Source: an optimization exercise on an open RTL-to-GDS flow (aim: small area, a short achievable clock period and few clock cycles). Production flows keep margins and buffers that such runs may drop. In this exercise RTL edits were held to simulation tests only and were not proved equivalent to the original. Power figures rest on the tool's default switching activity, not on a simulated workload.

`flow/flow/run.sh`:
```
#!/bin/bash
# Standard layout with three changes:
#  - ports buffered by buf_4 cells instead of the default delay-cell buffers;
#  - no gate cloning in timing repair (a clone can overload its driver after
#    the last design repair);
#  - timing repair aims at a setup margin of 4.8 ns up to clock tree synthesis
#    and 4.65 ns after global routing.
set -e
export BUFFER_PORTS_ARGS="-buffer_cell sky130_fd_sc_hd__buf_4"
export SKIP_GATE_CLONING=1
SETUP_SLACK_MARGIN=4.8 bash standard.sh cts > standard_cts.log 2>&1
SETUP_SLACK_MARGIN=4.65 bash standard.sh > standard_finish.log 2>&1
```
`flow/standard.sh`:
```
#!/bin/bash
# synth_recipe.tcl (not shown) runs the flow's synth.tcl, then flattens the netlist and writes it again
# the make line also repeats each setting of config.mk as NAME=value (left out here)
make -C /OpenROAD-flow-scripts/flow DESIGN_CONFIG=/design/flow/config.mk WORK_HOME=/design/flow/orfs CLKGATE_MAP_FILE= SYNTH_SCRIPT=/design/flow/synth_recipe.tcl "${@:-finish}"
```
`flow/config.mk`:
```
export PLATFORM = sky130hd
export DESIGN_NAME = mips_pipeline
export DESIGN_NICKNAME = mips_pipeline
export VERILOG_FILES = /design/flow/design.v
export SDC_FILE = /design/flow/constraint.sdc
export NUM_CORES = 8
export LEC_CHECK = 0
export ABC_AREA = 1
export CAP_MARGIN = 20
export CORE_MARGIN = 2
export CORE_UTILIZATION = 40
export CTS_CLUSTER_DIAMETER = 60
export CTS_CLUSTER_SIZE = 30
export SLEW_MARGIN = 20
export TNS_END_PERCENT = 20
```
`flow/constraint.sdc`:
```
create_clock -name core_clock -period 7.5 [get_ports {clk}]
set_input_delay 1.5000 -clock core_clock [delete_from_list [all_inputs] [get_ports {clk}]]
set_output_delay 1.5000 -clock core_clock [all_outputs]
set_load 0.01 [all_outputs]
```
`flow/design.v`:
```
module mips_pipeline (
    input  wire        clk,
    input  wire        reset,
    output wire [31:0] imem_addr,
    input  wire [31:0] imem_rdata,
    output wire [31:0] dmem_addr,
    output wire [31:0] dmem_wdata,
    output wire        dmem_we,
    output wire        dmem_re,
    input  wire [31:0] dmem_rdata
);
reg  [9:0]  pc;
reg  [9:0]  pc_o;        
reg  [31:0] x_a;         
reg  [31:0] x_b;         
reg  [31:0] x_sd;        
reg  [4:0]  x_sh;        
reg  [9:0]  x_target;    
reg  [4:0]  x_dst;
reg         x_inv;
reg         x_fsd;       
reg         x_sum, x_and, x_or, x_nor, x_slt, x_sll, x_srl;
reg         x_wr_alu, x_wr_ld, x_load, x_store, x_br;
reg  [31:0] m_res;       
reg  [31:0] m_addr;      
reg  [31:0] m_wdata;
reg  [4:0]  m_dst;
reg  [31:1] m_we_oh;     
reg         m_regwrite;  
reg         m_load;      
reg         m_re, m_we;
wire [31:0] ins = imem_rdata;
wire [5:0]  op  = ins[31:26];
wire [4:0]  rs  = ins[25:21];
wire [4:0]  rt  = ins[20:16];
wire [4:0]  rd  = ins[15:11];
wire [5:0]  fn  = ins[5:0];
wire f_r    = (op == 6'h00);
wire f_radd = f_r & (fn == 6'h20);
wire f_rsub = f_r & (fn == 6'h22);
wire f_rand = f_r & (fn == 6'h24);
wire f_ror  = f_r & (fn == 6'h25);
wire f_rnor = f_r & (fn == 6'h27);
wire f_rslt = f_r & (fn == 6'h2a);
wire f_rsll = f_r & (fn == 6'h00);
wire f_rsrl = f_r & (fn == 6'h02);
wire f_addi = (op == 6'h08);
wire f_andi = (op == 6'h0c);
wire f_ori  = (op == 6'h0d);
wire f_slti = (op == 6'h0a);
wire f_lw   = (op == 6'h23);
wire f_sw   = (op == 6'h2b);
wire f_beq  = (op == 6'h04);
wire f_same = (rs == rt);
wire f_bc   = f_beq & ~f_same;               
wire f_ialu   = f_addi | f_andi | f_ori | f_slti;
wire f_rknown = f_radd | f_rsub | f_rand | f_ror | f_rnor | f_rslt | f_rsll | f_rsrl;
wire [4:0] f_dst = f_r ? rd : rt;
wire f_nz     = (f_dst != 5'd0);
wire f_wr_alu = (f_rknown | f_ialu) & f_nz;
wire f_wr_ld  = f_lw & f_nz;
wire f_inv    = f_rsub | f_rslt | f_slti;    
wire stall = x_wr_ld & ((x_dst == rs) | (x_dst == rt));
wire [9:0] pc1      = pc + 10'd1;
wire [9:0] f_target = pc1 + ins[9:0];
wire       x_taken;
wire [9:0] pc_next  = x_taken ? x_target :
                      stall   ? pc :
                      (f_beq & f_same) ? f_target : pc1;
always @(posedge clk or posedge reset)
  if (reset) pc <= 10'd0;
  else       pc <= pc_next;
always @(posedge clk)
  pc_o <= reset ? 10'd0 : pc_next;
assign imem_addr = {20'd0, pc_o, 2'b00};
wire [31:0] m_val = m_load ? dmem_rdata : m_res;
wire [31:0] rf [0:31];
assign rf[0] = 32'd0;
genvar gi;
generate
  for (gi = 1; gi < 32; gi = gi + 1) begin : g_rf
    reg [31:0] r;
    always @(posedge clk)
      if (m_we_oh[gi]) r <= m_val;
    assign rf[gi] = r;
  end
endgenerate
wire [31:0] res;
wire fwd_a = x_wr_alu & (x_dst == rs);
wire fwd_b = x_wr_alu & (x_dst == rt);
wire byp_a = m_regwrite & (m_dst == rs);
wire byp_b = m_regwrite & (m_dst == rt);
reg [31:0] rf_a, rf_b;
integer k;
always @(*) begin
  rf_a = 32'd0;
  rf_b = 32'd0;
  for (k = 1; k < 32; k = k + 1) begin
    rf_a = rf_a | ({32{rs == k}} & rf[k]);
    rf_b = rf_b | ({32{rt == k}} & rf[k]);
  end
end
wire [31:0] rd_a = fwd_a ? res : byp_a ? m_val : rf_a;
wire f_useb  = f_r | f_beq;
wire s_fwd_p = f_useb & fwd_b & ~f_inv;
wire s_fwd_n = f_useb & fwd_b &  f_inv;
wire s_byp   = f_useb & ~fwd_b & byp_b;
wire s_rf_p  = f_useb & ~fwd_b & ~byp_b & ~f_inv;
wire s_rf_n  = f_useb & ~fwd_b & ~byp_b &  f_inv;
wire [31:0] f_immx = {{16{ins[15]}}, ins[15:0]} ^ {32{f_inv}};
wire [31:0] f_bop = ({32{s_fwd_p}} & res) | ({32{s_fwd_n}} & ~res) |
                    ({32{s_rf_p}} & rf_b) | ({32{s_rf_n}} & ~rf_b) |
                    ({32{s_byp}} & (m_val ^ {32{f_inv}})) | ({32{~f_useb}} & f_immx);
always @(posedge clk) begin
  x_a      <= rd_a;
  x_b      <= f_bop;
  x_sd     <= byp_b ? m_val : rf_b;
  x_fsd    <= fwd_b;
  x_sh     <= ins[10:6];
  x_target <= f_target;
  x_dst    <= f_dst;
  x_inv    <= f_inv;
  x_sum    <= f_radd | f_rsub | f_addi | f_lw | f_sw;
  x_and    <= f_rand | f_andi;
  x_or     <= f_ror | f_ori;
  x_nor    <= f_rnor;
  x_slt    <= f_rslt | f_slti;
  x_sll    <= f_rsll;
  x_srl    <= f_rsrl;
end
wire f_ok = ~x_taken & ~stall;
always @(posedge clk or posedge reset)
  if (reset) begin
    x_wr_alu <= 1'b0;
    x_wr_ld  <= 1'b0;
    x_load   <= 1'b0;
    x_store  <= 1'b0;
    x_br     <= 1'b0;
  end else begin
    x_wr_alu <= f_wr_alu & f_ok;
    x_wr_ld  <= f_wr_ld & f_ok;
    x_load   <= f_lw & f_ok;
    x_store  <= f_sw & f_ok;
    x_br     <= f_bc & f_ok;
  end
wire [31:0] a = x_a;
wire [31:0] b = x_b;
wire [31:0] p0 = a ^ b;
wire [31:0] g0 = a & b;
reg  [31:0] gk, pk, gn, pn;
integer j, d;
always @(*) begin
  gk = g0; pk = p0;
  gk[0] = g0[0] | (p0[0] & x_inv);
  for (d = 1; d < 32; d = d * 2) begin
    gn = gk; pn = pk;
    for (j = d; j < 32; j = j + 1) begin
      gn[j] = gk[j] | (pk[j] & gk[j-d]);
      pn[j] = pk[j] & pk[j-d];
    end
    gk = gn; pk = pn;
  end
end
wire [31:0] c   = {gk[30:0], x_inv};
wire [31:0] sum = p0 ^ c;
wire        lt  = (a[31] == b[31]) ? a[31] : ~c[31];
function [31:0] rev(input [31:0] v);
  integer i;
  for (i = 0; i < 32; i = i + 1) rev[i] = v[31-i];
endfunction
wire [31:0] shin = x_sll ? rev(x_b) : x_b;
wire [31:0] shr  = shin >> x_sh;
reg [31:0] r;
always @(*) begin
  r = 32'd0;
  if (x_sum) r = r | sum;
  if (x_and) r = r | (a & b);
  if (x_or)  r = r | (a | b);
  if (x_nor) r = r | ~(a | b);
  if (x_slt) r = r | {31'd0, lt};
  if (x_sll) r = r | rev(shr);
  if (x_srl) r = r | shr;
end
assign res = r;
assign x_taken = x_br & (x_a == x_b);
always @(posedge clk) begin
  m_res   <= res;
  m_addr  <= sum;
  m_wdata <= x_fsd ? m_res : x_sd;
  m_dst   <= x_dst;
end
always @(posedge clk or posedge reset)
  if (reset) begin
    m_regwrite <= 1'b0;
    m_we_oh    <= 31'd0;
    m_load     <= 1'b0;
    m_re       <= 1'b0;
    m_we       <= 1'b0;
  end else begin
    m_regwrite <= x_wr_alu | x_wr_ld;
    for (k = 1; k < 32; k = k + 1) m_we_oh[k] <= (x_wr_alu | x_wr_ld) & (x_dst == k);
    m_load     <= x_wr_ld;
    m_re       <= x_load;
    m_we       <= x_store;
  end
assign dmem_addr  = m_addr;
assign dmem_wdata = m_wdata;
assign dmem_we    = m_we;
assign dmem_re    = m_re;
endmodule
```
==> impl_summary.log, run 1 <==
[metrics] run status: timing/DRC/antenna clean
[metrics] Reg power frac: 45.5%
[metrics] sw frac: 31.8%
[metrics] detailed-route wire length: 383000 microns
[metrics] Routed wire per std cell: 38.5 microns
[metrics] deepest level of the CTS H-tree: 3
[metrics] Yosys cell types: 56
[metrics] fin crit period: 3080 ps
[metrics] Primary FF master, synth: sky130_fd_sc_hd__edfxtp_1
[metrics] global-route wire length before repair: 494000 microns
[metrics] portion of total power attributed to combinational logic: 17.2%
[metrics] fmax: 0.325 GHz
[metrics] slew at the pin closest to its max-slew limit: 1250 ps
[metrics] total CTS buffers: 114
[metrics] clock group share of total power: 37.3%
[metrics] CTS max path bufs: 3
[metrics] count of pins on the block boundary: 164
[metrics] Total Nets Final: 7862
[metrics] gp weighted congestion: 1.08
[metrics] maximum cell stage delay along the critical path: 610 ps
[metrics] switching power summed over all nets: 5.64 mW
[metrics] most used cell along the critical path: sky130_fd_sc_hd__buf_16
[metrics] FF+latch count, synth: 1278
[metrics] area of the placeable core: 158000 sq um
[metrics] total congestion overflow after global routing: 0
[metrics] unrepaired setup endpoints after global routing: true
[metrics] category of cells accounting for the largest share of critical-path delay: simple AND/OR/NAND/NOR gates
[metrics] worst rel slew slack: 16.7%
[metrics] number of fillers in the final layout: 14400
[metrics] number of buffers inserted by hold repair at cts: 0
[metrics] Synth async-reset ratio: 3.91%
[metrics] Die W: 402 microns
[metrics] Die Y-Extent: 402 microns
[metrics] total power density per cell area: 223 nW/um^2
[metrics] Buffers on Ports: 141
[metrics] part of the cycle the worst path needs: 41.1%
[metrics] TritonCTS clock tree: done
[metrics] data arrival time at the worst-slack endpoint: 3710 ps
[metrics] largest net degree at the start of global routing: 66
[metrics] detailed-route vias per instance: 6.50
[metrics] initial DRC count: 12900
[metrics] GRT Util Overall: 45.2%
[metrics] clock sinks: 1278
[metrics] Netlist Area Pre-Place: 63500 sq um
[metrics] starting density of the core: 40.2%
[metrics] detailed-route DRC error count: 0
[metrics] final setup violation count: 0
[metrics] root buffer selected by CTS: sky130_fd_sc_hd__clkbuf_16
[metrics] via count of the first global-routing pass: 57100
[metrics] Initial DRT Pass Iterations: 14
[metrics] class of the most critical setup path: input port to flop
[metrics] warning count from the yosys run: 1
[metrics] Internal Power: 12.1 mW
[metrics] row cnt: 146
[metrics] full die area: 162000 sq um
[metrics] worst-path maximum fanout: 11
[metrics] post-detailed-placement half-perimeter wirelength: 214000 microns
[metrics] Hold Vio Cnt, Final: 0
[metrics] final worst clock skew: 60.9 ps
[metrics] Post-Synthesis Cells: 7195
[metrics] leak pwr: 33.1 nW
[metrics] Antenna Violating Nets Remaining: 0
[metrics] sequential-to-total area share from yosys stat: 56.3%
[metrics] max-slew violation count: 0
[metrics] kind of start point of the critical path: input port
[metrics] library cell contributing the largest single delay on the critical path: sky130_fd_sc_hd__nand4_1
[metrics] CTS clk-pin slew, worst paths: 70 ps
[metrics] Hold/Removal Path Class: flop to flop
[metrics] WP buf/inv: 5
[metrics] placed cell areas: 67100 sq um
[metrics] critical path cell sequence: buf_16 -> clkinv_16 -> buf_6 -> nand2_2 -> buf_12 -> buf_16 -> o22ai_2 -> nor4_2 -> nand4_1 -> nand3_2 -> nand2_1
[metrics] core occupancy in the finished layout: 50.4%
[metrics] final sum of negative setup slack: 0 ps
[metrics] number of synthesized flops with an enable pin: 992
[metrics] worst path required time: 8130 ps
[metrics] maximum capacitance violations: 0
[metrics] proportion of layout cells with a drive suffix above 1: 19.2%
[metrics] vias after detailed routing: 64600
[metrics] category of the worst setup path capture point: flop
[metrics] P&R area growth vs syn: 25.5%
[metrics] initial antenna violation count: 48
[metrics] final std cell area, no fill: 79700 sq um
[metrics] IR drop worst, VDD: 0.201 mV
[metrics] mean post-synth cell area: 8.83 sq um
[metrics] clock latency at the later pin of the worst-skew pair: 810 ps
## through the flow
step	hold slack, ps	instances	power, mW	worst slack (ps)
3_3_place_gp	337	9241	10.7	2650
2_1_floorplan	326	7216	9.58	4580
4_1_cts	357	9797	17.5	4660
6_report	356	9945	17.8	4420
3_5_place_dp	347	9241	10.7	2580
5_1_grt	363	9903	18.1	4480
## cell type report
type	count	area, sq um	share of cell area [%]
diodes	52	130	0.163
clock buffers	124	2930	3.68
clock inverters	94	1220	1.53
inverters	966	4240	5.32
multi-input cells	4663	24400	30.7
flip-flops and latches	1278	35900	45.0
well taps	2072	2590	3.25
repair buffers	696	8230	10.3
## registers in the layout, indices dropped and copies added (netlist names), 10 cells and up
name and cells:
m_wdata 32, x_sd 32, pc 10, x_a 32, g_rf.r 992, x_target 10
m_res 32, m_we_oh 31, x_b 32, pc_o 10, m_addr 32
## final timing paths
check	start	end	slack, ps	cells after the start
setup reg to reg	x_b[0]	x_a[14]	4630	17
setup / recovery	imem_rdata[25]	x_a[28]	4420	11
hold / removal	x_load	m_re	360	0
max in group asynchronous	reset	m_we_oh[17]	5880	3
hold reg to reg	x_load	m_re	360	0
min in group asynchronous	reset	pc[9]	680	2
## what timing repair did
action,in CTS,in global routing
resized for setup,691,123
pin swaps,97,45
buffers inserted,338,96
cloned,0,0
endpoints found under the setup margin,704,95
endpoints found under the hold margin,0,0
## worst register-to-register path: stages (launching register included)
cell,delay [ps]
sky130_fd_sc_hd__dfxtp_4,400
sky130_fd_sc_hd__fa_2,260
sky130_fd_sc_hd__inv_1,60
sky130_fd_sc_hd__fa_1,420
sky130_fd_sc_hd__inv_2,100
sky130_fd_sc_hd__nand3_1,60
sky130_fd_sc_hd__nand2_1,140
sky130_fd_sc_hd__nand2_1,80
sky130_fd_sc_hd__nand2_2,110
sky130_fd_sc_hd__nand2_1,90
sky130_fd_sc_hd__nand2_2,110
sky130_fd_sc_hd__nand2_1,110
sky130_fd_sc_hd__nand3_4,130
sky130_fd_sc_hd__nand3_1,100
sky130_fd_sc_hd__inv_1,120
sky130_fd_sc_hd__nand3_2,160
sky130_fd_sc_hd__nand2_1,170
sky130_fd_sc_hd__nand2_1,120
## cell usage in the layout (no fill, tap or decap), drive strengths merged, types with 44 or more instances in the layout
| cell type | instances |
|---|---|
| o21ai | 467 |
| o22ai | 320 |
| inv | 965 |
| nand2 | 1841 |
| clkbuf | 125 |
| edfxtp | 992 |
| or2 | 49 |
| dfrtp | 50 |
| ha | 74 |
| a21oi | 107 |
| a211oi | 44 |
| clkinvlp | 48 |
| diode | 52 |
| nand3 | 595 |
| dfxtp | 236 |
| nand4 | 97 |
| nor2 | 779 |
| buf | 695 |
## Yosys cell counts (44+ instances only)
cell                       number  area share [%]
sky130_fd_sc_hd__a211oi_1      44            0.52
sky130_fd_sc_hd__a21oi_1      107            0.84
sky130_fd_sc_hd__buf_2        138             1.1
sky130_fd_sc_hd__buf_4         60            0.71
sky130_fd_sc_hd__clkbuf_1      74            0.44
sky130_fd_sc_hd__dfrtp_1       50             2.0
sky130_fd_sc_hd__dfxtp_1      236             7.4
sky130_fd_sc_hd__edfxtp_1     992              47
sky130_fd_sc_hd__ha_1          74             1.5
sky130_fd_sc_hd__inv_1        923             5.5
sky130_fd_sc_hd__nand2_1     1815              11
sky130_fd_sc_hd__nand3_1      581             4.6
sky130_fd_sc_hd__nand4_1       97            0.96
sky130_fd_sc_hd__nor2_1       753             4.5
sky130_fd_sc_hd__o21ai_0      408             3.2
sky130_fd_sc_hd__o21ai_1       59            0.46
sky130_fd_sc_hd__o22ai_1      320             3.2
sky130_fd_sc_hd__or2_2         49            0.48
## power by group through the flow
stage                     registers, mW  clock network, mW  logic [mW]
after floorplan                    8.21                  0        1.37
after global placement             8.23                  0        2.46
after detailed placement           8.23                  0        2.46
after CTS                          8.07               6.57        2.81
after global routing               8.10               6.84        3.17
final                              8.08               6.61        3.05
## metal layers
metal,vias to the layer above,global-route usage [%],routed length (microns)
li1,25300,-,-
met5,-,3.45,973
met2,6623,62.3,151000
met1,30400,51.7,123000
met3,2292,21.8,64500
met4,43,39.5,44300
## cells by family after synthesis
| kind of cell | Yosys count | share of synthesized area (%) |
|---|---|---|
| other | 1 | 0.00590 |
| AO/OA/AOI/OAI | 1046 | 9.60 |
| adder cells (fa/ha/maj) | 77 | 1.55 |
| buffers and inverters | 1275 | 8.35 |
| multiplexers | 32 | 0.567 |
| flip-flops | 1278 | 56.3 |
| XOR/XNOR | 31 | 0.428 |
| AND/OR/NAND/NOR | 3455 | 23.2 |
Testbench counts, summed over its fixed seeds: cycles 23,348.
==> inputs of run 2 (changes only) <==
--- a/flow/design.v
+++ b/flow/design.v
@@ -23,5 +23,4 @@
 reg         x_wr_alu, x_wr_ld, x_load, x_store, x_br;
 reg  [31:0] m_res;       
-reg  [31:0] m_addr;      
 reg  [31:0] m_wdata;
 reg  [4:0]  m_dst;
@@ -82,6 +81,6 @@
     reg [31:0] r;
     always @(posedge clk)
-      if (m_we_oh[gi]) r <= m_val;
-    assign rf[gi] = r;
+      if (m_we_oh[gi]) r <= ~m_val;    
+    assign rf[gi] = ~r;
   end
 endgenerate
@@ -186,5 +185,4 @@
 always @(posedge clk) begin
   m_res   <= res;
-  m_addr  <= sum;
   m_wdata <= x_fsd ? m_res : x_sd;
   m_dst   <= x_dst;
@@ -204,5 +202,5 @@
     m_we       <= x_store;
   end
-assign dmem_addr  = m_addr;
+assign dmem_addr  = m_res;
 assign dmem_wdata = m_wdata;
 assign dmem_we    = m_we;
==> run 2 against run 1 <==
  * Die area is 6.4% lower
  * Flip-flop and latch count is 32 lower
  * Global-route usage is 2.0 points lower
  * Hold slack worse by 1.5 ps
  * Clock skew is 3.4 ps lower
  * Sequential power is 2.5% lower
  * Via count is 6.2% lower
  * Clock-buffer cell count is 22 lower
  * Final cell count is 12% lower
  * Power is 6.3% lower
==> impl_summary.log, run 2 <==
[metrics] run status: timing/DRC/antenna clean
[metrics] start point of the critical path: imem_rdata[23]
[metrics] final worst clock skew: 57.5 ps (-3.41 ps)
[metrics] sequential-to-total area share from yosys stat: 59.2% (+2.8 points)
[metrics] full die area: 152000 sq um (-6.4%)
[metrics] Post-Synthesis Cells: 6204 (-14%)
[metrics] Die Y-Extent: 389 microns (-3.3%)
[metrics] share of Yosys cell area claimed by the top area cell type: 50.2% (+3.3 points)
[metrics] warning count from the yosys run: 1 (unchanged)
[metrics] detailed-route DRC error count: 0 (unchanged)
[metrics] count of pins on the block boundary: 164 (unchanged)
[metrics] CTS max path bufs: 3 (unchanged)
[metrics] category of the worst setup path capture point: flop
[metrics] Largest Register: g_rf.r
[metrics] worst-path maximum fanout: 12 (+1)
[metrics] Hold Vio Cnt, Final: 0 (unchanged)
[metrics] largest family of logic cells by synthesized area: simple AND/OR/NAND/NOR gates
[metrics] clock latency at the later pin of the worst-skew pair: 790 ps (-20 ps)
[metrics] global-route wire length before repair: 448000 microns (-9.3%)
[metrics] Total Nets Final: 6773 (-14%)
[metrics] Initial DRT Pass Iterations: 23 (+9)
[metrics] met2 Usage GRT: 59.4% (-3.0 points)
[metrics] Buffers on Ports: 141 (unchanged)
[metrics] via count of the first global-routing pass: 53700 (-6.1%)
[metrics] initial antenna violation count: 40 (-17%)
[metrics] global routing met3 resource utilization: 21.7% (-0.057 points)
[metrics] Hold/Removal Path Class: flop to flop
[metrics] root buffer selected by CTS: sky130_fd_sc_hd__clkbuf_16
[metrics] TritonCTS clock tree: done
[metrics] non-filler instance count after layout: 8704 (-12%)
[metrics] clock sinks: 1246 (-2.5%)
[metrics] total congestion overflow after global routing: 0 (unchanged)
[metrics] worst-case hold slack: 355 ps (-1.49 ps)
[metrics] deepest level of the CTS H-tree: 3 (unchanged)
[metrics] Hold Startpoint: x_store
[metrics] initial DRC count: 13300 (+3.2%)
[metrics] fmax: 0.320 GHz (-1.4%)
[metrics] max-slew violation count: 0 (unchanged)
[metrics] number of buffers inserted by hold repair at cts: 0 (unchanged)
[metrics] kind of start point of the critical path: input port
[metrics] FF+latch count, synth: 1246 (-2.5%)
[metrics] share of synthesized cell area in full adder, half adder and majority cells: 1.66% (+0.11 points)
[metrics] worst rel slew slack: 18.4% (+1.7 points)
[metrics] GRT Util Overall: 43.2% (-2.0 points)
[metrics] most heavily used metal layer in global routing: met2
[metrics] slew at the pin closest to its max-slew limit: 1220 ps (-26.0 ps)
[metrics] gp weighted congestion: 1.03 (-4.6%)
[metrics] fraction of the mapped netlist area in compound gates: 12.6% (+3.0 points)
[metrics] mean post-synth cell area: 9.57 sq um (+8.4%)
[metrics] pre-CTS worst setup slack: 2560 ps (-24.3 ps)
[metrics] Die W: 389 microns (-3.3%)
[metrics] P&R area growth vs syn: 24.6%
[metrics] total power density per cell area: 225 nW/um^2 (+0.90%)
[metrics] Critical R2R Launch: x_b[8]
[metrics] met1 Usage GRT: 49.1% (-2.6 points)
[metrics] class of the most critical setup path: input port to flop
[metrics] data arrival time at the worst-slack endpoint: 3780 ps (+70 ps)
[metrics] final sum of negative setup slack: 0 ps (unchanged)
[metrics] highest-count cells in the layout ignoring fill and taps: 1045 x sky130_fd_sc_hd__nand2_1, 992 x sky130_fd_sc_hd__edfxtp_1, 744 x sky130_fd_sc_hd__nor2_1, 694 x sky130_fd_sc_hd__o22ai_1, 466 x sky130_fd_sc_hd__nand3_1
[metrics] xor and xnor fraction of the mapped netlist area: 0.413% (-0.014 points)
[metrics] starting density of the core: 40.3% (+0.067 points)
[metrics] proportion of layout cells with a drive suffix above 1: 21.0% (+1.8 points)
[metrics] max FFs per register: 992 (unchanged)
[metrics] multiplexer fraction of the synthesized cell area: 0.759% (+0.19 points)
[metrics] total CTS buffers: 97 (-15%)
[metrics] most frequent standard cell in the layout excluding fill and tap cells: sky130_fd_sc_hd__nand2_1
[metrics] most common library cells after synthesis: 1127 x sky130_fd_sc_hd__nand2_1, 992 x sky130_fd_sc_hd__edfxtp_1, 815 x sky130_fd_sc_hd__nor2_1, 707 x sky130_fd_sc_hd__o22ai_1, 516 x sky130_fd_sc_hd__nand3_1
[metrics] vias after detailed routing: 60600 (-6.2%)
[metrics] leak pwr: 30.5 nW (-7.6%)
[metrics] unrepaired setup endpoints after global routing: true
[metrics] cell taking the most area after synthesis: sky130_fd_sc_hd__edfxtp_1
[metrics] Yosys cell types: 52 (-7.1%)
[metrics] CTS clk-pin slew, worst paths: 90 ps (+20 ps)
[metrics] cell types with the largest area share after synthesis: sky130_fd_sc_hd__edfxtp_1 50%, sky130_fd_sc_hd__o22ai_1 7.4%, sky130_fd_sc_hd__nand2_1 7.1%
[metrics] Primary FF master, synth: sky130_fd_sc_hd__edfxtp_1
[metrics] Netlist Area Pre-Place: 59400 sq um (-6.5%)
[metrics] largest net degree at the start of global routing: 67 (+1.5%)
[metrics] count leader, synth: sky130_fd_sc_hd__nand2_1
[metrics] number of synthesized flops with an enable pin: 992 (unchanged)
[metrics] part of the cycle the worst path needs: 41.7% (+0.58 points)
[metrics] area of the placeable core: 147000 sq um (-6.7%)
[metrics] row cnt: 141 (-3.4%)
[metrics] final setup violation count: 0 (unchanged)
[metrics] worst path required time: 8150 ps (+20 ps)
[metrics] final worst slack: 4380 ps (-43.6 ps)
[metrics] fin crit period: 3120 ps (+43.6 ps)
[metrics] detailed-route wire length: 341000 microns (-11%)
[metrics] Synth async-reset ratio: 4.01% (+0.10 points)
[metrics] cell total after placement: 8089 (-12%)
[metrics] simple-gate share of the synthesized area: 19.7% (-3.4 points)
[metrics] Routed wire per std cell: 39.2 microns (+1.6%)
[metrics] post-detailed-placement half-perimeter wirelength: 184000 microns (-14%)
[metrics] detailed-route vias per instance: 6.97 (+7.2%)
[metrics] Antenna Violating Nets Remaining: 0 (unchanged)
[metrics] IR drop worst, VDD: 0.209 mV (+4.2%)
[metrics] maximum capacitance violations: 0 (unchanged)
run 2: cell count changes in the layout (fill, tap and decap cells not counted), moves of 58 or more:
| cell | change |
|---|---|
| sky130_fd_sc_hd__dfxtp_1 | -58 |
| sky130_fd_sc_hd__o21ai_1 | -58 |
| sky130_fd_sc_hd__inv_1 | -418 |
| sky130_fd_sc_hd__o21ai_0 | -134 |
| sky130_fd_sc_hd__nand3_1 | -63 |
| sky130_fd_sc_hd__o22ai_1 | +385 |
| sky130_fd_sc_hd__nor2_1 | +73 |
| sky130_fd_sc_hd__nand2_1 | -702 |
run 2: kinds of logic (layout without fill, tap and decap cells):
| group | Yosys count | after routing |
|---|---|---|
| adder cells (fa/ha/maj) | 77 | 77 |
| multiplexers | 41 | 41 |
| AND/OR/NAND/NOR | 2756 | 2756 |
| other | 1 | 83 |
| XOR/XNOR | 28 | 28 |
| buffers and inverters | 821 | 1309 |
| flip-flops | 1246 | 1246 |
| AO/OA/AOI/OAI | 1234 | 1234 |
run 2: final timing paths:
| path | to | slack [ps] | cells past startpoint |
|---|---|---|---|
| worst min register to register | m_we | 350 | 0 |
| worst min-delay path | m_we | 350 | 0 |
| worst max register to register | x_b[25] | 4650 | 12 |
| min in group asynchronous | pc[5] | 700 | 2 |
| worst max-delay path | x_a[25] | 4380 | 12 |
| max in group asynchronous | m_we_oh[14] | 5890 | 3 |
run 2: worst max-delay path, cell delays in order:
cell and delay [ps]:
sky130_fd_sc_hd__buf_12 130, sky130_fd_sc_hd__nand2_8 100, sky130_fd_sc_hd__clkinvlp_4 150, sky130_fd_sc_hd__nand3_4 280, sky130_fd_sc_hd__buf_12 290, sky130_fd_sc_hd__o22ai_1 110, sky130_fd_sc_hd__nor2_1 110, sky130_fd_sc_hd__nand2_1 60
sky130_fd_sc_hd__nor2_1 210, sky130_fd_sc_hd__nand4_1 390, sky130_fd_sc_hd__o211ai_1 310, sky130_fd_sc_hd__nand2_1 90
run 2: what timing repair did:
action	in CTS	in global routing
setup buffers	281	90
endpoints found under the setup margin	269	91
pin swaps	129	60
gates resized for setup	535	75
run 2: power by group:
part / total [mW] / internal, mW / switching [mW] / leakage [nW]
combinational: 2.80 / 0.900 / 1.90 / 15.2
clock: 5.96 / 2.74 / 3.22 / 1.76
sequential: 7.88 / 7.68 / 0.197 / 13.6
total: 16.6 / 11.3 / 5.32 / 30.5
run 2: cell type report:
class | instances | area, sq um
Inverter | 491 | 2030
Multi-Input combinational cell | 4158 | 23400
Clock inverter | 80 | 1160
Clock buffer | 102 | 2490
Fill cell | 13100 | 73500
Tap cell | 1930 | 2410
Timing Repair Buffer | 636 | 7020
Sequential cell | 1246 | 35300
Antenna cell | 61 | 153
run 2: layer usage:
metal / routed length (microns) / part of all wire, % / vias up
li1: - / - / 23000
met1: 106000 / 31 / 28100
met2: 133000 / 39 / 7004
met3: 58900 / 17 / 2494
met4: 41700 / 12 / 36
met5: 1070 / 0.31 / -
run 2: through the flow:
| stage | instance area, sq um | total power [mW] | util (%) |
|---|---|---|---|
| finish | 74000 | 16.6 | 50.2 |
| global route | 73900 | 17.0 | 50.1 |
| CTS | 72600 | 16.3 | 49.2 |
| detailed placement | 63600 | 10.4 | 43.1 |
| global placement | 63600 | 10.3 | 43.1 |
| floorplan | 61500 | 9.40 | - |
Testbench counts of run 2, summed over its fixed seeds: cycles 23,348.
==> inputs of run 3 (changes only) <==
--- a/flow/design.v
+++ b/flow/design.v
@@ -187,9 +187,9 @@
   m_wdata <= x_fsd ? m_res : x_sd;
   m_dst   <= x_dst;
+  for (k = 1; k < 32; k = k + 1) m_we_oh[k] <= (x_wr_alu | x_wr_ld) & (x_dst == k);
 end
 always @(posedge clk or posedge reset)
   if (reset) begin
     m_regwrite <= 1'b0;
-    m_we_oh    <= 31'd0;
     m_load     <= 1'b0;
     m_re       <= 1'b0;
@@ -197,5 +197,4 @@
   end else begin
     m_regwrite <= x_wr_alu | x_wr_ld;
-    for (k = 1; k < 32; k = k + 1) m_we_oh[k] <= (x_wr_alu | x_wr_ld) & (x_dst == k);
     m_load     <= x_wr_ld;
     m_re       <= x_load;
--- a/flow/config.mk
+++ b/flow/config.mk
@@ -9,5 +9,5 @@
 export CAP_MARGIN = 20
 export CORE_MARGIN = 2
-export CORE_UTILIZATION = 40
+export CORE_UTILIZATION = 45
 export CTS_CLUSTER_DIAMETER = 60
 export CTS_CLUSTER_SIZE = 30
==> run 3 against run 2 <==
  * Via count is 2.1% lower
  * Synthesized cell count stayed put
  * First-iteration DRC count is 12% lower
  * Largest power group unchanged
  * Clock-buffer cell count up 10
  * Setup slack lost 37 ps
  * Highest routed layer unchanged
  * Sequential share of layout area down 0.31 points
  * Clock power grew 4.0%
  * Cell area increased by 0.21%
  * Hold slack gained 1.3 ps
  * Sequential power about the same
==> impl_summary.log, run 3 <==
[metrics] slew at the pin closest to its max-slew limit: 1260 ps (+33.5 ps)
[metrics] largest net degree at the start of global routing: 49 (-27%)
[metrics] final setup violation count: 0 (unchanged)
[metrics] Buffers on Ports: 141 (unchanged)
[metrics] overall power of the completed layout: 16.9 mW (+1.8%)
[metrics] worst path required time: 8170 ps (+20 ps)
[metrics] data arrival time at the worst-slack endpoint: 3840 ps (+60 ps)
[metrics] capturing point of the worst reg2reg path: x_a[14]
[metrics] count of pins on the block boundary: 164 (unchanged)
[metrics] cell types with the largest area share after synthesis: sky130_fd_sc_hd__edfxtp_1 50%, sky130_fd_sc_hd__dfxtp_1 7.9%, sky130_fd_sc_hd__o22ai_1 7.5%
[metrics] CTS max path bufs: 3 (unchanged)
[metrics] IR drop worst, VDD: 0.212 mV (+1.1%)
[metrics] final worst clock skew: 73.3 ps (+15.8 ps)
[metrics] initial antenna violation count: 28 (-30%)
[metrics] Die W: 367 microns (-5.8%)
[metrics] most frequent standard cell in the layout excluding fill and tap cells: sky130_fd_sc_hd__nand2_1
[metrics] Netlist Area Pre-Place: 59200 sq um (-0.26%)
[metrics] final std cell area, no fill: 74200 sq um (+0.21%)
[metrics] Primary FF master, synth: sky130_fd_sc_hd__edfxtp_1
[metrics] fmax: 0.316 GHz (-1.2%)
[metrics] sw frac: 31.3% (-0.66 points)
[metrics] total congestion overflow after global routing: 0 (unchanged)
[metrics] Register-to-Register Path Depth: 19 (+7)
[metrics] worst-case hold slack: 356 ps (+1.34 ps)
[metrics] P&R area growth vs syn: 25.2%
[metrics] via count of the first global-routing pass: 53900 (+0.39%)
[metrics] part of the cycle the worst path needs: 42.2% (+0.49 points)
[metrics] clock sinks: 1246 (unchanged)
[metrics] setup slack of the worst register-to-register path: 4700 ps (+50 ps)
[metrics] Total Nets Final: 6788 (+0.22%)
[metrics] share of Yosys cell area claimed by the top area cell type: 50.3% (+0.13 points)
[metrics] leak pwr: 30.7 nW (+0.58%)
[metrics] TritonCTS clock tree: done
[metrics] mean post-synth cell area: 9.55 sq um (-0.26%)
[metrics] worst-path maximum fanout: 7 (-5)
[metrics] count leader, synth: sky130_fd_sc_hd__nand2_1
[metrics] CTS clk-pin slew, worst paths: 80 ps (about the same)
[metrics] total power density per cell area: 228 nW/um^2 (+1.6%)
[metrics] final sum of negative setup slack: 0 ps (unchanged)
[metrics] warning count from the yosys run: 1 (unchanged)
[metrics] portion of total power attributed to combinational logic: 17.0% (+0.2 points)
[metrics] gp weighted congestion: 1.06 (+2.7%)
[metrics] Synth async-reset ratio: 1.52% (-2.5 points)
[metrics] full die area: 135000 sq um (-11%)
[metrics] max-slew violation count: 0 (unchanged)
[metrics] number of buffers inserted by hold repair at cts: 0 (unchanged)
[metrics] clock latency at the later pin of the worst-skew pair: 790 ps (about the same)
[metrics] Initial DRT Pass Iterations: 41 (+78%)
[metrics] run status: timing/DRC/antenna clean
[metrics] area of the placeable core: 131000 sq um (-11%)
[metrics] sequential-to-total area share from yosys stat: 59.0% (-0.11 points)
[metrics] Reg power frac: 46.4% (-1.0 points)
[metrics] highest-count cells in the layout ignoring fill and taps: 1041 x sky130_fd_sc_hd__nand2_1, 992 x sky130_fd_sc_hd__edfxtp_1, 743 x sky130_fd_sc_hd__nor2_1, 692 x sky130_fd_sc_hd__o22ai_1, 462 x sky130_fd_sc_hd__nand3_1
[metrics] global-route wire length before repair: 443000 microns (-1.1%)
[metrics] Die Y-Extent: 367 microns (-5.8%)
[metrics] maximum capacitance violations: 0 (unchanged)
[metrics] number of fillers in the final layout: 11000 (-16%)
[metrics] start point of the critical path: imem_rdata[23]
[metrics] clock group share of total power: 36.6% (+0.8 points)
[metrics] Worst setup endpoint: x_a[15]
[metrics] vias after detailed routing: 59400 (-2.1%)
[metrics] number of synthesized flops with an enable pin: 992 (unchanged)
[metrics] row cnt: 133 (-5.7%)
[metrics] Internal Power: 11.6 mW (+2.8%)
[metrics] most common library cells after synthesis: 1127 x sky130_fd_sc_hd__nand2_1, 992 x sky130_fd_sc_hd__edfxtp_1, 815 x sky130_fd_sc_hd__nor2_1, 707 x sky130_fd_sc_hd__o22ai_1, 516 x sky130_fd_sc_hd__nand3_1
[metrics] switching power summed over all nets: 5.30 mW (-0.32%)
[metrics] proportion of layout cells with a drive suffix above 1: 21.4% (+0.44 points)
[metrics] fin crit period: 3160 ps (+36.7 ps)
[metrics] root buffer selected by CTS: sky130_fd_sc_hd__clkbuf_16
[metrics] total CTS buffers: 106 (+9.3%)
[metrics] max FFs per register: 992 (unchanged)
[metrics] detailed-route vias per instance: 6.97 (about the same)
[metrics] class of the most critical setup path: input port to flop
[metrics] cell taking the most area after synthesis: sky130_fd_sc_hd__edfxtp_1
[metrics] deepest level of the CTS H-tree: 3 (unchanged)
[metrics] GRT Util Overall: 47.9% (+4.7 points)
[metrics] Largest Register: g_rf.r
[metrics] category of the worst setup path capture point: flop
[metrics] Post-Synthesis Cells: 6204 (unchanged)
[metrics] detailed-route DRC error count: 0 (unchanged)
[metrics] Antenna Violating Nets Remaining: 0 (unchanged)
[metrics] FF+latch count, synth: 1246 (unchanged)
[metrics] detailed-route wire length: 336000 microns (-1.4%)
[metrics] Yosys cell types: 52 (unchanged)
[metrics] Hold Vio Cnt, Final: 0 (unchanged)
[metrics] Critical R2R Launch: x_a[0]
[metrics] placed cell areas: 63300 sq um (-0.47%)
[metrics] unrepaired setup endpoints after global routing: true
[metrics] worst rel slew slack: 16.2% (-2.2 points)
[metrics] post-detailed-placement half-perimeter wirelength: 180000 microns (-1.8%)
[metrics] initial DRC count: 11800 (-12%)
[metrics] Routed wire per std cell: 39.5 microns (+0.78%)
[metrics] starting density of the core: 45.2% (+5.0 points)
[metrics] Hold/Removal Path Class: flop to flop
[metrics] kind of start point of the critical path: input port
[run 3: final cells by class]
class,count,area (sq um),share of cell area [%]
Sequential cell,1246,35100,47.4
Multi-Input combinational cell,4158,23500,31.7
Timing Repair Buffer,642,7340,9.90
Clock buffer,112,2720,3.66
Tap cell,1755,2200,2.96
Inverter,491,2030,2.73
Clock inverter,89,1160,1.56
Antenna cell,25,62.6,0.0844
[run 3: metrics by stage]
stage               worst slack (ps)  util, %  instances
floorplan                       4580        -       6225
global placement                2490     48.3       7921
detailed placement              2570     48.3       7923
CTS                             4690     55.7       8421
global route                    4410     56.6       8501
finish                          4340     56.6       8518
[run 3: kinds of logic (layout without fill, tap and decap cells)]
group,count (synthesis),count (layout),synth area share (%)
adder cells (fa/ha/maj),77,77,1.66
AND/OR/NAND/NOR,2756,2756,19.8
XOR/XNOR,28,28,0.414
other,1,47,0.00633
flip-flops,1246,1246,59.0
buffers and inverters,821,1334,5.70
AO/OA/AOI/OAI,1234,1234,12.6
multiplexers,41,41,0.761
[run 3: what timing repair did]
item / CTS / global route
resized for setup: 532 / 92
gates cloned: 0 / 0
hold endpoints to repair: 0 / 0
endpoints found under the setup margin: 252 / 88
pin swaps: 116 / 70
setup buffers: 297 / 70
[run 3: critical path, stage by stage]
cell and delay, ps:
sky130_fd_sc_hd__buf_16 140, sky130_fd_sc_hd__inv_8 90, sky130_fd_sc_hd__nor2_2 80, sky130_fd_sc_hd__nand3_4 230, sky130_fd_sc_hd__clkinvlp_4 160, sky130_fd_sc_hd__buf_12 170
sky130_fd_sc_hd__nand2_1 50, sky130_fd_sc_hd__o21ai_0 110, sky130_fd_sc_hd__nor2_1 140, sky130_fd_sc_hd__nand2_1 60, sky130_fd_sc_hd__nor2_1 150, sky130_fd_sc_hd__nand4_1 540
sky130_fd_sc_hd__nand2_2 300, sky130_fd_sc_hd__nand2_1 70
[run 3: how the worst min path moves through the flow]
stage / startpoint / endpoint / slack, ps / depth (start not counted)
3_5_place_dp: x_load / m_re / 340 / 0
2_1_floorplan: x_dst[0] / m_dst[0] / 330 / 0
6_report: x_load / m_re / 360 / 0
3_3_place_gp: x_store / m_we / 330 / 0
4_1_cts: x_load / m_re / 360 / 0
5_1_grt: x_load / m_re / 370 / 0
[run 3: power by group through the flow]
| stage | sequential [mW] | combinational (mW) | clock (mW) |
|---|---|---|---|
| finish | 7.86 | 2.87 | 6.20 |
| global route | 7.87 | 3.02 | 6.41 |
| CTS | 7.85 | 2.63 | 6.16 |
| detailed placement | 8.01 | 2.37 | 0 |
| global placement | 8.01 | 2.36 | 0 |
| floorplan | 7.94 | 1.45 | 0 |
[run 3: layer usage]
| metal | part of all wire [%] | global-route usage, % |
|---|---|---|
| met5 | 0.21 | 0.890 |
| met4 | 12 | 40.8 |
| met3 | 17 | 21.8 |
| met2 | 40 | 68.2 |
| met1 | 31 | 54.6 |
Testbench counts of run 3, summed over its fixed seeds: cycles 23,348.
==> inputs of run 4 (changes only) <==
--- a/flow/config.mk
+++ b/flow/config.mk
@@ -9,5 +9,5 @@
 export CAP_MARGIN = 20
 export CORE_MARGIN = 2
-export CORE_UTILIZATION = 45
+export CORE_UTILIZATION = 35
 export CTS_CLUSTER_DIAMETER = 60
 export CTS_CLUSTER_SIZE = 30
==> run 4 against run 3 <==
  * Final cell count up 5.2%
  * Sequential share of layout area is 0.11 points lower
  * Largest power group unchanged
  * Critical path depth fell by 3
  * Via count is 0.82% higher
  * Sequential power is essentially flat
  * First-iteration DRC count up 12%
  * Core utilization shrank 12 points
  * Die area grew 28%
  * Critical path type unchanged
  * Clock skew up 25 ps
  * Setup slack lost 150 ps
  * Clock-buffer cell count increased by 4
  * Non-clock buffer count shrank 25
==> impl_summary.log, run 4 <==
[metrics] run status: timing/DRC/antenna clean
[metrics] FF+latch count, synth: 1246 (unchanged)
[metrics] starting density of the core: 35.3% (-9.9 points)
[metrics] row cnt: 150 (+13%)
[metrics] Critical R2R Launch: x_b[30]
[metrics] placed cell areas: 63800 sq um (+0.87%)
[metrics] data arrival time at the worst-slack endpoint: 3980 ps (+140 ps)
[metrics] leak pwr: 30.6 nW (-0.55%)
[metrics] initial DRC count: 13200 (+12%)
[metrics] class of the most critical setup path: input port to flop
[metrics] max-slew violation count: 0 (unchanged)
[metrics] maximum capacitance violations: 0 (unchanged)
[metrics] cell types with the largest area share after synthesis: sky130_fd_sc_hd__edfxtp_1 50%, sky130_fd_sc_hd__dfxtp_1 7.9%, sky130_fd_sc_hd__o22ai_1 7.5%
[metrics] cell taking the most area after synthesis: sky130_fd_sc_hd__edfxtp_1
[metrics] Die Y-Extent: 415 microns (+13%)
[metrics] clock latency at the later pin of the worst-skew pair: 840 ps (+50 ps)
[metrics] kind of start point of the critical path: input port
[metrics] category of the worst setup path capture point: flop
[metrics] final setup violation count: 0 (unchanged)
[metrics] initial antenna violation count: 40 (+43%)
[metrics] post-detailed-placement half-perimeter wirelength: 183000 microns (+1.3%)
[metrics] unrepaired setup endpoints after global routing: true
[metrics] gp weighted congestion: 1.05 (-0.88%)
[metrics] Antenna Violating Nets Remaining: 0 (unchanged)
[metrics] Hold Startpoint: x_load
[metrics] worst-path maximum fanout: 8 (+1)
[metrics] P&R area growth vs syn: 25.4%
[metrics] mean post-synth cell area: 9.55 sq um (unchanged)
[metrics] full die area: 173000 sq um (+28%)
[metrics] sequential-to-total area share from yosys stat: 59.0% (unchanged)
[metrics] Routed wire per std cell: 37.7 microns (-4.3%)
[metrics] cell total after placement: 8367 (+5.6%)
[metrics] deepest level of the CTS H-tree: 3 (unchanged)
[metrics] non-filler instance count after layout: 8958 (+5.2%)
[metrics] worst-case hold slack: 357 ps (+0.603 ps)
[metrics] max FFs per register: 992 (unchanged)
[metrics] capturing point of the worst reg2reg path: pc[0]
[metrics] setup slack of the worst register-to-register path: 4630 ps (-70 ps)
[metrics] warning count from the yosys run: 1 (unchanged)
[metrics] detailed-route vias per instance: 6.68 (-4.1%)
[metrics] clock sinks: 1246 (unchanged)
[metrics] most common library cells after synthesis: 1127 x sky130_fd_sc_hd__nand2_1, 992 x sky130_fd_sc_hd__edfxtp_1, 815 x sky130_fd_sc_hd__nor2_1, 707 x sky130_fd_sc_hd__o22ai_1, 516 x sky130_fd_sc_hd__nand3_1
[metrics] vias after detailed routing: 59900 (+0.82%)
[metrics] Primary FF master, synth: sky130_fd_sc_hd__edfxtp_1
[metrics] Hold Path End: m_re
[metrics] largest net degree at the start of global routing: 52 (+6.1%)
[metrics] Total Nets Final: 6761 (-0.40%)
[metrics] Register-to-Register Path Depth: 11 (-8)
[metrics] TritonCTS clock tree: done
[metrics] Hold Vio Cnt, Final: 0 (unchanged)
[metrics] GRT Util Overall: 37.7% (-10 points)
[metrics] highest-count cells in the layout ignoring fill and taps: 1044 x sky130_fd_sc_hd__nand2_1, 992 x sky130_fd_sc_hd__edfxtp_1, 738 x sky130_fd_sc_hd__nor2_1, 695 x sky130_fd_sc_hd__o22ai_1, 467 x sky130_fd_sc_hd__nand3_1
[metrics] Worst Hold Path Cells: 0 (unchanged)
[metrics] proportion of layout cells with a drive suffix above 1: 20.5% (-0.91 points)
[metrics] worst rel slew slack: 19.4% (+3.3 points)
[metrics] Netlist Area Pre-Place: 59200 sq um (unchanged)
[metrics] CTS clk-pin slew, worst paths: 80 ps (about the same)
[metrics] Largest Register: g_rf.r
[metrics] count leader, synth: sky130_fd_sc_hd__nand2_1
[metrics] via count of the first global-routing pass: 53600 (-0.44%)
[metrics] fmax: 0.302 GHz (-4.6%)
[metrics] total CTS buffers: 104 (-1.9%)
[metrics] part of the cycle the worst path needs: 44.2% (+2.0 points)
[metrics] IR drop worst, VDD: 0.204 mV (-3.7%)
[metrics] number of synthesized flops with an enable pin: 992 (unchanged)
[metrics] final std cell area, no fill: 74300 sq um (+0.14%)
[metrics] detailed-route DRC error count: 0 (unchanged)
[metrics] Die W: 415 microns (+13%)
[metrics] total power density per cell area: 227 nW/um^2 (-0.42%)
[metrics] total congestion overflow after global routing: 0 (unchanged)
[metrics] Buffers on Ports: 141 (unchanged)
[metrics] share of Yosys cell area claimed by the top area cell type: 50.3% (unchanged)
[metrics] final sum of negative setup slack: 0 ps (unchanged)
[metrics] Post-Synthesis Cells: 6204 (unchanged)
[metrics] root buffer selected by CTS: sky130_fd_sc_hd__clkbuf_16
[metrics] fin crit period: 3310 ps (+153 ps)
[metrics] area of the placeable core: 168000 sq um (+28%)
[metrics] Yosys cell types: 52 (unchanged)
[metrics] detailed-route wire length: 338000 microns (+0.59%)
[metrics] slew at the pin closest to its max-slew limit: 1210 ps (-49.0 ps)
[metrics] CTS max path bufs: 3 (unchanged)
[metrics] count of pins on the block boundary: 164 (unchanged)
[metrics] overall power of the completed layout: 16.9 mW (-0.28%)
[metrics] Initial DRT Pass Iterations: 17 (-59%)
[metrics] most frequent standard cell in the layout excluding fill and tap cells: sky130_fd_sc_hd__nand2_1
[metrics] worst path required time: 8170 ps (about the same)
[metrics] Synth async-reset ratio: 1.52% (unchanged)
[metrics] number of buffers inserted by hold repair at cts: 0 (unchanged)
[metrics] final worst clock skew: 98.1 ps (+24.9 ps)
[metrics] global-route wire length before repair: 449000 microns (+1.3%)
[metrics] Hold/Removal Path Class: flop to flop
run 4: cell counts after synthesis:
Identical to the previous run, type by type.
run 4: cell families (layout without fill, tap and decap cells):
kind of cell	Yosys count	count (layout)	share of synthesized area, %
xor gates and xnor gates	28	28	0.414
AOI/OAI and AO/OA	1234	1234	12.6
DFF	1246	1246	59.0
other	1	66	0.00633
adders and majority gates	77	77	1.66
buffers and inverters	821	1306	5.70
and+or+nand+nor	2756	2756	19.8
muxes	41	41	0.761
run 4: through the flow:
step / utilization [%] / worst slack [ps]
floorplan: - / 4580
global placement: 38.1 / 2580
detailed placement: 38.1 / 2640
CTS: 43.8 / 4690
global route: 44.3 / 4390
finish: 44.3 / 4190
run 4: layout make-up:
type / instances / area (sq um)
Tap cell: 2204 / 2760
Sequential cell: 1246 / 35100
Inverter: 491 / 2000
Clock inverter: 82 / 1200
Timing Repair Buffer: 617 / 7010
Multi-Input combinational cell: 4158 / 23400
Fill cell: 15300 / 93300
Clock buffer: 116 / 2700
Antenna cell: 44 / 110
run 4: what timing repair did:
action / in CTS / in global routing
gates resized for setup: 458 / 87
pin swaps: 118 / 53
buffers inserted: 310 / 38
setup endpoints to repair: 278 / 90
run 4: worst max-delay path by stage:
| stage | startpoint | end | slack (ps) | depth (start not counted) |
|---|---|---|---|---|
| after detailed placement | imem_rdata[31] | x_b[19] | 2640 | 12 |
| after global placement | imem_rdata[31] | x_b[19] | 2580 | 12 |
| after global routing | imem_rdata[24] | x_a[22] | 4390 | 12 |
| final | imem_rdata[24] | x_a[19] | 4190 | 11 |
| after floorplan | imem_rdata[0] | pc_o[8] | 4580 | 12 |
| after CTS | m_we | dmem_we | 4690 | 1 |
run 4: worst max-delay path: stages:
cell                      delay (ps)
sky130_fd_sc_hd__buf_12          140
sky130_fd_sc_hd__nand2_4         130
sky130_fd_sc_hd__inv_1           120
sky130_fd_sc_hd__nand3_4         260
sky130_fd_sc_hd__buf_12          210
sky130_fd_sc_hd__buf_6           220
sky130_fd_sc_hd__o22ai_1          90
sky130_fd_sc_hd__nor4_1          400
sky130_fd_sc_hd__nand4_1         590
sky130_fd_sc_hd__nand2_1         230
sky130_fd_sc_hd__nand2_1          60
run 4: layer usage:
metal,track usage [%],up-vias,share of wire (%)
met5,1.28,-,0.19
met4,29.4,32,11
met3,20.7,2210,18
met2,51.8,6684,39
met1,43.2,27900,32
li1,-,23000,-
run 4: report_power, final:
part           switching (mW)  total (mW)  leakage [nW]  internal [mW]
Clock                    3.18        6.23          1.87           3.05
Sequential              0.192        7.87          13.5           7.68
Combinational            1.90        2.78          15.2          0.886
==> inputs of run 5 (changes only) <==
--- a/flow/design.v
+++ b/flow/design.v
@@ -90,14 +90,17 @@
 wire byp_a = m_regwrite & (m_dst == rs);
 wire byp_b = m_regwrite & (m_dst == rt);
-reg [31:0] rf_a, rf_b;
+function [31:0] rdport(input [4:0] sl);
+  reg [31:0] t [0:31];
+  integer i, w;
+  begin
+    for (i = 0; i < 32; i = i + 1) t[i] = {32{sl == i}} & rf[i];
+    for (w = 16; w >= 1; w = w / 2)
+      for (i = 0; i < w; i = i + 1) t[i] = t[2*i] | t[2*i+1];
+    rdport = t[0];
+  end
+endfunction
+wire [31:0] rf_a = rdport(rs);
+wire [31:0] rf_b = rdport(rt);
 integer k;
-always @(*) begin
-  rf_a = 32'd0;
-  rf_b = 32'd0;
-  for (k = 1; k < 32; k = k + 1) begin
-    rf_a = rf_a | ({32{rs == k}} & rf[k]);
-    rf_b = rf_b | ({32{rt == k}} & rf[k]);
-  end
-end
 wire [31:0] rd_a = fwd_a ? res : byp_a ? m_val : rf_a;
 wire f_useb  = f_r | f_beq;
--- a/flow/config.mk
+++ b/flow/config.mk
@@ -9,5 +9,5 @@
 export CAP_MARGIN = 20
 export CORE_MARGIN = 2
-export CORE_UTILIZATION = 35
+export CORE_UTILIZATION = 40
 export CTS_CLUSTER_DIAMETER = 60
 export CTS_CLUSTER_SIZE = 30
==> run 5 against run 4 <==
  * Power grew 0.66%
  * Final cell count shrank 5.8%
  * Core utilization is 5.7 points higher
  * Sequential power rose by 0.8%
  * Clock-buffer cell count decreased by 7
  * Fmax increased by 5.2%
  * Sequential share of layout area rose by 0.98 points
  * Setup slack better by 160 ps
  * Largest power group unchanged
==> impl_summary.log, run 5 <==
[metrics] most common library cells after synthesis: 1030 x sky130_fd_sc_hd__nand2_1, 992 x sky130_fd_sc_hd__edfxtp_1, 824 x sky130_fd_sc_hd__o22ai_1, 741 x sky130_fd_sc_hd__nor2_1, 528 x sky130_fd_sc_hd__nand3_1
[metrics] run status: timing/DRC/antenna clean
[metrics] Worst setup endpoint: x_a[19]
[metrics] Hold/Removal Path Class: flop to flop
[metrics] leak pwr: 30.2 nW (-1.3%)
[metrics] fmax: 0.317 GHz (+5.2%)
[metrics] Netlist Area Pre-Place: 58600 sq um (-1.1%)
[metrics] Yosys cell types: 58 (+12%)
[metrics] global-route wire length before repair: 429000 microns (-4.3%)
[metrics] Largest Register: g_rf.r
[metrics] sequential-to-total area share from yosys stat: 59.7% (+0.64 points)
[metrics] sw frac: 32.1% (+0.86 points)
[metrics] unrepaired setup endpoints after global routing: true
[metrics] initial DRC count: 10700 (-19%)
[metrics] Buffers on Ports: 141 (unchanged)
[metrics] clock sinks: 1246 (unchanged)
[metrics] full die area: 150000 sq um (-13%)
[metrics] proportion of layout cells with a drive suffix above 1: 21.0% (+0.50 points)
[metrics] switching power summed over all nets: 5.45 mW (+3.4%)
[metrics] CTS max path bufs: 3 (unchanged)
[metrics] slew at the pin closest to its max-slew limit: 1150 ps (-58.4 ps)
[metrics] worst-case hold slack: 353 ps (-3.46 ps)
[metrics] GRT Util Overall: 41.6% (+3.8 points)
[metrics] highest-count cells in the layout ignoring fill and taps: 992 x sky130_fd_sc_hd__edfxtp_1, 960 x sky130_fd_sc_hd__nand2_1, 807 x sky130_fd_sc_hd__o22ai_1, 682 x sky130_fd_sc_hd__nor2_1, 474 x sky130_fd_sc_hd__nand3_1
[metrics] root buffer selected by CTS: sky130_fd_sc_hd__clkbuf_16
[metrics] gp weighted congestion: 0.998 (-4.6%)
[metrics] mean post-synth cell area: 9.78 sq um (+2.4%)
[metrics] detailed-route vias per instance: 6.83 (+2.3%)
[metrics] library cell contributing the largest single delay on the critical path: sky130_fd_sc_hd__nor4_1
[metrics] Post-Synthesis Cells: 5991 (-3.4%)
[metrics] final std cell area, no fill: 72800 sq um (-2.0%)
[metrics] max FFs per register: 992 (unchanged)
[metrics] cell taking the most area after synthesis: sky130_fd_sc_hd__edfxtp_1
[metrics] Hold Vio Cnt, Final: 0 (unchanged)
[metrics] core occupancy in the finished layout: 50.0% (+5.7 points)
[metrics] final sum of negative setup slack: 0 ps (unchanged)
[metrics] category of the worst setup path capture point: flop
[metrics] Internal Power: 11.5 mW (-0.60%)
[metrics] Synth async-reset ratio: 1.52% (unchanged)
[metrics] worst rel slew slack: 23.3% (+3.9 points)
[metrics] Critical R2R Launch: x_b[0]
[metrics] WP buf/inv: 3 (-1)
[metrics] via count of the first global-routing pass: 52200 (-2.7%)
[metrics] Routed wire per std cell: 38.5 microns (+2.0%)
[metrics] start point of the critical path: imem_rdata[21]
[metrics] Total Nets Final: 6546 (-3.2%)
[metrics] total congestion overflow after global routing: 0 (unchanged)
[metrics] part of the cycle the worst path needs: 42.0% (-2.2 points)
[metrics] most used cell along the critical path: sky130_fd_sc_hd__nand2_1
[metrics] non-filler instance count after layout: 8440 (-5.8%)
[metrics] Die W: 387 microns (-6.9%)
[metrics] max-slew violation count: 0 (unchanged)
[metrics] detailed-route wire length: 325000 microns (-3.9%)
[metrics] share of Yosys cell area claimed by the top area cell type: 50.8% (+0.54 points)
[metrics] placed cell areas: 62400 sq um (-2.2%)
[metrics] total power density per cell area: 234 nW/um^2 (+2.7%)
[metrics] count of pins on the block boundary: 164 (unchanged)
[metrics] vias after detailed routing: 57700 (-3.7%)
[metrics] number of synthesized flops with an enable pin: 992 (unchanged)
[metrics] count leader, synth: sky130_fd_sc_hd__nand2_1
[metrics] cell types with the largest area share after synthesis: sky130_fd_sc_hd__edfxtp_1 51%, sky130_fd_sc_hd__o22ai_1 8.8%, sky130_fd_sc_hd__dfxtp_1 8.0%
[metrics] starting density of the core: 40.2% (+4.9 points)
[metrics] detailed-route DRC error count: 0 (unchanged)
[metrics] initial antenna violation count: 24 (-40%)
[metrics] Primary FF master, synth: sky130_fd_sc_hd__edfxtp_1
[metrics] data arrival time at the worst-slack endpoint: 3840 ps (-140 ps)
[metrics] worst path required time: 8190 ps (+20 ps)
[metrics] maximum cell stage delay along the critical path: 530 ps (-60 ps)
[metrics] pre-CTS worst setup slack: 2530 ps (-106 ps)
[metrics] Die Y-Extent: 387 microns (-6.9%)
[metrics] kind of start point of the critical path: input port
[metrics] final setup violation count: 0 (unchanged)
[metrics] number of buffers inserted by hold repair at cts: 0 (unchanged)
[metrics] most frequent standard cell in the layout excluding fill and tap cells: sky130_fd_sc_hd__edfxtp_1
[metrics] P&R area growth vs syn: 24.2%
[metrics] total CTS buffers: 103 (-0.96%)
[metrics] final worst slack: 4350 ps (+163 ps)
[metrics] CTS clk-pin slew, worst paths: 80 ps (about the same)
[metrics] class of the most critical setup path: input port to flop
[metrics] capturing point of the worst reg2reg path: x_b[26]
[metrics] maximum capacitance violations: 0 (unchanged)
[metrics] worst-path maximum fanout: 19 (+11)
[metrics] deepest level of the CTS H-tree: 3 (unchanged)
[metrics] fin crit period: 3150 ps (-163 ps)
[metrics] Antenna Violating Nets Remaining: 0 (unchanged)
[metrics] row cnt: 140 (-6.7%)
[metrics] critical path cell sequence: buf_12 -> nor2_4 -> buf_6 -> nand3_4 -> buf_8 -> o22ai_1 -> nor4_1 -> nand4_1 -> nand2_1 -> nand2_1
[metrics] WP depth: 10 (-1)
[metrics] overall power of the completed layout: 17.0 mW (+0.66%)
[metrics] Register-to-Register Path Depth: 13 (+2)
[metrics] Initial DRT Pass Iterations: 14 (-3)
[metrics] IR drop worst, VDD: 0.174 mV (-15%)
[metrics] final worst clock skew: 72.2 ps (-26.0 ps)
[metrics] portion of total power attributed to combinational logic: 17.8% (+1.3 points)
[metrics] TritonCTS clock tree: done
[metrics] setup slack of the worst register-to-register path: 4650 ps (+20 ps)
[metrics] largest net degree at the start of global routing: 72 (+38%)
[metrics] post-detailed-placement half-perimeter wirelength: 176000 microns (-3.6%)
[metrics] category of cells accounting for the largest share of critical-path delay: simple AND/OR/NAND/NOR gates
[metrics] Reg power frac: 46.7% (about the same)
[metrics] area of the placeable core: 146000 sq um (-13%)
[metrics] clock latency at the later pin of the worst-skew pair: 800 ps (-40 ps)
[metrics] cell total after placement: 7866 (-6.0%)
[metrics] Worst Hold Path Cells: 0 (unchanged)
[metrics] FF+latch count, synth: 1246 (unchanged)
[metrics] warning count from the yosys run: 3 (+2)
[metrics] clock group share of total power: 35.5% (-1.4 points)
==> run 5: layer usage <==
metal	wire length, microns	track usage (%)	vias up
met2	134000	60.1	5882
met5	662	3.41	-
li1	-	-	22500
met3	51400	17.5	1972
met1	103000	46.8	27300
met4	36300	36.4	28
==> run 5: timing repair <==
| action | 4_1_cts | 5_1_grt |
|---|---|---|
| buffers inserted | 268 | 81 |
| setup endpoints to repair | 224 | 86 |
| gates resized for setup | 477 | 85 |
| pin swaps | 97 | 68 |
==> run 5: final cells by class <==
type	instances	area, sq um
tap	1917	2400
clock inverter	87	1090
clock buffer	109	2670
antenna	29	72.6
timing repair buffer	623	7020
sequential	1246	35100
inverter	400	1650
fill	12800	72800
multi-input combinational	4029	22800
==> run 5: how the worst min path moves through the flow <==
stage	startpoint	end	slack (ps)
2_1_floorplan	x_dst[0]	m_dst[0]	330
3_3_place_gp	x_store	m_we	340
3_5_place_dp	x_load	m_re	340
4_1_cts	x_load	m_re	360
5_1_grt	x_load	m_re	370
6_report	x_load	m_re	350
==> run 5: worst reg2reg max path, cell delays in order (launching register included) <==
cell	delay (ps)
sky130_fd_sc_hd__dfxtp_4	390
sky130_fd_sc_hd__fa_2	410
sky130_fd_sc_hd__fa_2	410
sky130_fd_sc_hd__nand3_2	110
sky130_fd_sc_hd__nand3_4	160
sky130_fd_sc_hd__nand2_2	130
sky130_fd_sc_hd__nand2_4	80
sky130_fd_sc_hd__nand2_1	90
sky130_fd_sc_hd__nand2_2	80
sky130_fd_sc_hd__nand2_2	120
sky130_fd_sc_hd__nand4_1	140
sky130_fd_sc_hd__nand3_4	160
sky130_fd_sc_hd__nand4_1	310
sky130_fd_sc_hd__nand3_1	180
==> run 5: cell families after synthesis <==
family          synth area share, %
compound gates                 12.8
xor+xnor                      0.344
flops                          59.7
other cells                 0.00640
simple gates                   19.3
mux                           0.649
fa+ha+maj                      1.68
buf+inv                        5.50
==> run 5: power by group through the flow <==
stage / logic [mW] / registers (mW) / clock network [mW]
finish: 3.03 / 7.93 / 6.03
global route: 3.21 / 7.94 / 6.26
CTS: 2.82 / 7.92 / 5.99
detailed placement: 2.57 / 8.07 / 0
global placement: 2.55 / 8.08 / 0
floorplan: 1.55 / 7.99 / 0
Testbench counts of run 5, summed over its fixed seeds: cycles 23,348.

## static timing again, ports no longer ideal
No port has a modelled driver above. Below, the same layouts with a new extraction and two added sets of constraints.
Step 1 sets driving cells, clkbuf_16 on the clock port and buf_2 on the other inputs (assumed; they add their load-dependent delay and slew).
Step 2 also shifts input and output timing later by t, the mid clock arrival at the registers, as if the neighbouring blocks saw the same clock.
Three values: no drivers, after step 1, after step 2; two values: the first two.
| run | shift t [ns] | setup WS [ns] | clock arrival spread, ns | worst register clock-pin slew, ns |
|---|---|---|---|---|
| run 1 | 0.877 | 4.419 / 4.414 / 3.536 | 0.078 / 0.077 | 0.10 / 0.10 |
| run 2 | 0.852 | 4.375 / 4.372 / 3.520 | 0.071 / 0.072 | 0.11 / 0.11 |
| run 3 | 0.832 | 4.338 / 4.342 / 3.510 | 0.074 / 0.074 | 0.10 / 0.10 |
| run 4 | 0.870 | 4.186 / 4.208 / 3.338 | 0.102 / 0.102 | 0.12 / 0.12 |
| run 5 | 0.861 | 4.349 / 4.366 / 3.505 | 0.087 / 0.088 | 0.10 / 0.10 |
After both steps setup and hold are still met in every run listed. For run 1, which loses most, drivers alone change the setup slack by -0.005 ns; drivers and shift together by -0.883 ns.
